This design comes from an exercise in tuning for small area, a short achievable clock period and few clock cycles per item on the open sky130 flow, not from production work. In this exercise RTL edits were held to simulation tests only and were not proved equivalent to the original. Power is estimated from default activity; no workload was simulated.

==> flow/design.v (excerpt) <==
module dsp_processor(
    input         clk,
    input         nrst,
    input         instr_valid,
    input  [31:0] instr,
    output        instr_ready,
    output        out_valid,
    output [31:0] v1,
    output [31:0] v2,
    output [31:0] v3
);
reg [31:0] t0s, t1s, t2s, t3s, t4s, t5s, t6s, t7s, t8s;
reg [5:0]  tvr;            
wire [8:0] tv = {2'b11, tvr[5:4], 1'b1, tvr[3:0]};
wire [287:0] tall = {t8s, t7s, t6s, t5s, t4s, t3s, t2s, t1s, t0s};
reg        d_v, d_mpy, d_end, d_we, d_ld;
reg [4:0]  d_ra, d_rb;
reg [3:0]  d_wd;
reg [7:0]  d_imm;
reg        x_mpy, x_end, x_we;
reg [3:0]  x_wd;
reg [31:0] x_a, x_b;
reg [15:0] x_one, x_two, x_neg;
reg        w_end;
reg [8:0]  w_wen;          
reg [31:0] w_r0, w_r1, w_r2, w_r3;
reg stall;
reg ready;
assign instr_ready = ready;
assign out_valid   = w_end;
assign v1 = t4s;
assign v2 = t8s;
assign v3 = t7s;
wire       i_mpy, i_end, i_we, i_ld;
wire [4:0] i_ra, i_rb;
wire [3:0] i_wd;
wire [7:0] i_imm;
fetch dec(.instr(instr), .is_mpy(i_mpy), .is_end(i_end), .ra(i_ra), .rb(i_rb),
          .we(i_we), .wd(i_wd), .ld(i_ld), .imm(i_imm));
wire accept = instr_valid & ~stall;
wire [31:0] x_sum = x_a + x_b;
wire [31:0] m_r0, m_r1, m_r2, m_r3;
mul_cs mul(.a(x_a), .one(x_one), .two(x_two), .neg(x_neg),
           .r0(m_r0), .r1(m_r1), .r2(m_r2), .r3(m_r3));
  ...
Settings: LEC_CHECK=0, ABC_AREA=1, CAP_MARGIN=20, CORE_MARGIN=2, CORE_UTILIZATION=40, CTS_BUF_LIST=sky130_fd_sc_hd__clkbuf_4 sky130_fd_sc_hd__clkbuf_8, PLACE_DENSITY=0.6, SLEW_MARGIN=20; clock period 10.0 ns.
standard.sh (not shown) runs the stock make flow with config.mk's settings and CLKGATE_MAP_FILE= SYNTH_SCRIPT=/design/flow/synth_recipe.tcl, a recipe that flattens the netlist after the stock synthesis.
==> flow/flow/run.sh <==
#!/bin/bash
set -euo pipefail
export SETUP_SLACK_MARGIN=6.5
export BUFFER_PORTS_ARGS="-buffer_cell sky130_fd_sc_hd__buf_2"
bash standard.sh > standard.log 2>&1
Testbench counts at the start, summed over its fixed seeds: cycles 6,663, instrs 6,427.
Rerun with:
--- a/flow/flow/run.sh
+++ b/flow/flow/run.sh
@@ -3 +3 @@
-export SETUP_SLACK_MARGIN=6.5
+export SETUP_SLACK_MARGIN=6
@@ -4,0 +5 @@
+export CTS_ARGS="-sink_clustering_enable -repair_clock_nets -dont_use_dummy_load -sink_clustering_size 24 -sink_clustering_max_diameter 120 -buf_list sky130_fd_sc_hd__clkbuf_16"
Settings changed: CTS_BUF_LIST sky130_fd_sc_hd__clkbuf_4 sky130_fd_sc_hd__clkbuf_8 to default.
Final cell count drops by 3.9%.
Final area drops by 7.5%.
Die area stays the same.
Register-to-register slack got worse by 0.41 ns.
Area after synthesis stays the same.
Total power drops by 21%.
Rerun with:
--- a/flow/flow/run.sh
+++ b/flow/flow/run.sh
@@ -3 +3 @@
-export SETUP_SLACK_MARGIN=6
+export SETUP_SLACK_MARGIN=6.75
Settings changed: CORE_UTILIZATION 40 to 55, PLACE_DENSITY 0.6 to 0.72.
After rerunning: Final area increases by 8.8%. Total power came out lower by 2.5%. Non-clock buffer count is higher by 169. Setup slack gains 0.46 ns. Utilization increases by 21 points. Global-route usage is higher by 11 points.
Rerun with:
--- a/flow/flow/run.sh
+++ b/flow/flow/run.sh
@@ -3 +3 @@
-export SETUP_SLACK_MARGIN=6.75
+export SETUP_SLACK_MARGIN=6.5
Settings changed: CORE_UTILIZATION 55 to 40, PLACE_DENSITY 0.72 to 0.6.
The new run produced a clean layout.
Final area goes down by 2.7%.
Count of clock-buffer cells in the layout goes up by 3.
Flip-flop and latch count is unchanged.
Core utilization goes down by 18 points.
Sequential share of layout area goes up by 0.71 points.
Global-route usage goes down by 11 points.
Rerun with:
--- a/flow/flow/run.sh
+++ b/flow/flow/run.sh
@@ -4 +4 @@
-export BUFFER_PORTS_ARGS="-buffer_cell sky130_fd_sc_hd__buf_2"
+export BUFFER_PORTS_ARGS="-buffer_cell sky130_fd_sc_hd__buf_1"
Settings changed: CAP_MARGIN 20 to 5, CORE_UTILIZATION 40 to 55, PLACE_DENSITY 0.6 to 0.72, SLEW_MARGIN 20 to 5.
Result:
- utilization went up by 15 points
- final cell count went down by 5.3%
- flip-flop and latch count does not change
- critical path depth went down by 2
- wire length went down by about 6%
- global-route usage went up by 8.9 points
- via count went up by about 1.5%
- hold slack gets better by 0.096 ns
- maximum frequency went up by about 4%
- final area went down by 2.3%
- synthesized area is unchanged
Rerun with:
--- a/flow/flow/run.sh
+++ b/flow/flow/run.sh
@@ -3,2 +3,2 @@
-export SETUP_SLACK_MARGIN=6.5
-export BUFFER_PORTS_ARGS="-buffer_cell sky130_fd_sc_hd__buf_1"
+export SETUP_SLACK_MARGIN=7
+export BUFFER_PORTS_ARGS="-buffer_cell sky130_fd_sc_hd__buf_2"
Settings changed: CAP_MARGIN 5 to 20, CORE_UTILIZATION 55 to 40, PLACE_DENSITY 0.72 to 0.6, SLEW_MARGIN 5 to 20, TNS_END_PERCENT from default to 10.
After rerunning: Core utilization went down by 13 points. Maximum frequency went down by 0.50%. Die area went up by 37%. Sequential power hardly moves. Power went up by 2.4%. Routed wire length went up by 10%. Global-route usage went down by 7.6 points. Hold slack loses 0.031 ns. Critical path depth does not change. Worst setup slack loses 0.018 ns. Sequential share of layout area went down by 2.4 points.

* * *

## rev 12
dsp_processor again, from the RTL that the note above started with.
export LEC_CHECK = 0
export ABC_AREA = 1
export CAP_MARGIN = 20
export CORE_MARGIN = 2
export CORE_UTILIZATION = 55
export PLACE_DENSITY = 0.72
export SLEW_MARGIN = 20
create_clock -name core_clock -period 10.0 [get_ports {clk}]
==> flow/flow/run.sh <==
#!/bin/bash
set -euo pipefail
export SETUP_SLACK_MARGIN=6.5
export BUFFER_PORTS_ARGS="-buffer_cell sky130_fd_sc_hd__buf_2"
export CTS_ARGS="-sink_clustering_enable -repair_clock_nets -dont_use_dummy_load -sink_clustering_size 24 -sink_clustering_max_diameter 120 -buf_list sky130_fd_sc_hd__clkbuf_16"
bash standard.sh > standard.log 2>&1
Testbench counts of rev 12, summed over its fixed seeds: cycles 6,663, instrs 6,427.
#### Input delta (rev 13 over rev 12)
- swapping 55 for 60 in CORE_UTILIZATION
- swapping 0.72 for 0.76 in PLACE_DENSITY
[summary]
Every run in the comparison, rev 12 and rev 13, completed the flow with a clean layout.
Rev 13 reports a lower clock network power share than rev 12 does.
[diff] worst max-slew margin expressed relative to the limit, rev 13 relative to rev 12: improvement
Rev 13 vs. rev 12: total power has decreased, final worst setup slack down 0.12 ns.

[afterwards: timing with drivers on the ports]
Ports are ideal in the flow. The routed layouts listed here were re-timed in OpenROAD.
Step 1 assumes that a clkbuf_16 drives the clock port and a buf_2 every other input.
Step 2 also shifts input and output timing later by t, the mid clock arrival at the registers, as if the neighbouring blocks saw the same clock.
Three values: ideal, step 1, step 2; two values: the first two.
| run | t (ns) | setup slack, ns | worst setup path at the end | clock arrival spread, ns | slew at the worst register clock pin (ns) |
|---|---|---|---|---|---|
| the first run of note 1 | 0.816 | 6.364 / 6.364 / 6.162 | input to register | 0.064 / 0.064 | 0.07 / 0.07 |
| the second run of note 1 | 0.689 | 5.951 / 5.951 / 5.951 | register to register | 0.110 / 0.110 | 0.11 / 0.11 |
| the third run of note 1 | 0.691 | 6.408 / 6.408 / 6.207 | input to register | 0.052 / 0.052 | 0.11 / 0.11 |
| the fourth run of note 1 | 0.693 | 6.265 / 6.265 / 6.142 | input to register | 0.158 / 0.158 | 0.11 / 0.11 |
| the fifth run of note 1 | 0.684 | 6.404 / 6.404 / 6.259 | input to register | 0.067 / 0.067 | 0.11 / 0.11 |
| the sixth run of note 1 | 0.731 | 6.386 / 6.386 / 6.207 | input to register | 0.106 / 0.106 | 0.11 / 0.11 |
| rev 12 | 0.689 | 6.497 / 6.497 / 6.273 | input to register | 0.070 / 0.070 | 0.11 / 0.11 |
| rev 13 | 0.681 | 6.373 / 6.373 / 6.257 | input to register | 0.054 / 0.054 | 0.12 / 0.12 |
After both steps setup and hold are still met in every run listed. The setup slack of rev 12, which loses most, moves by 0.000 ns with the drivers and by -0.224 ns with both steps.
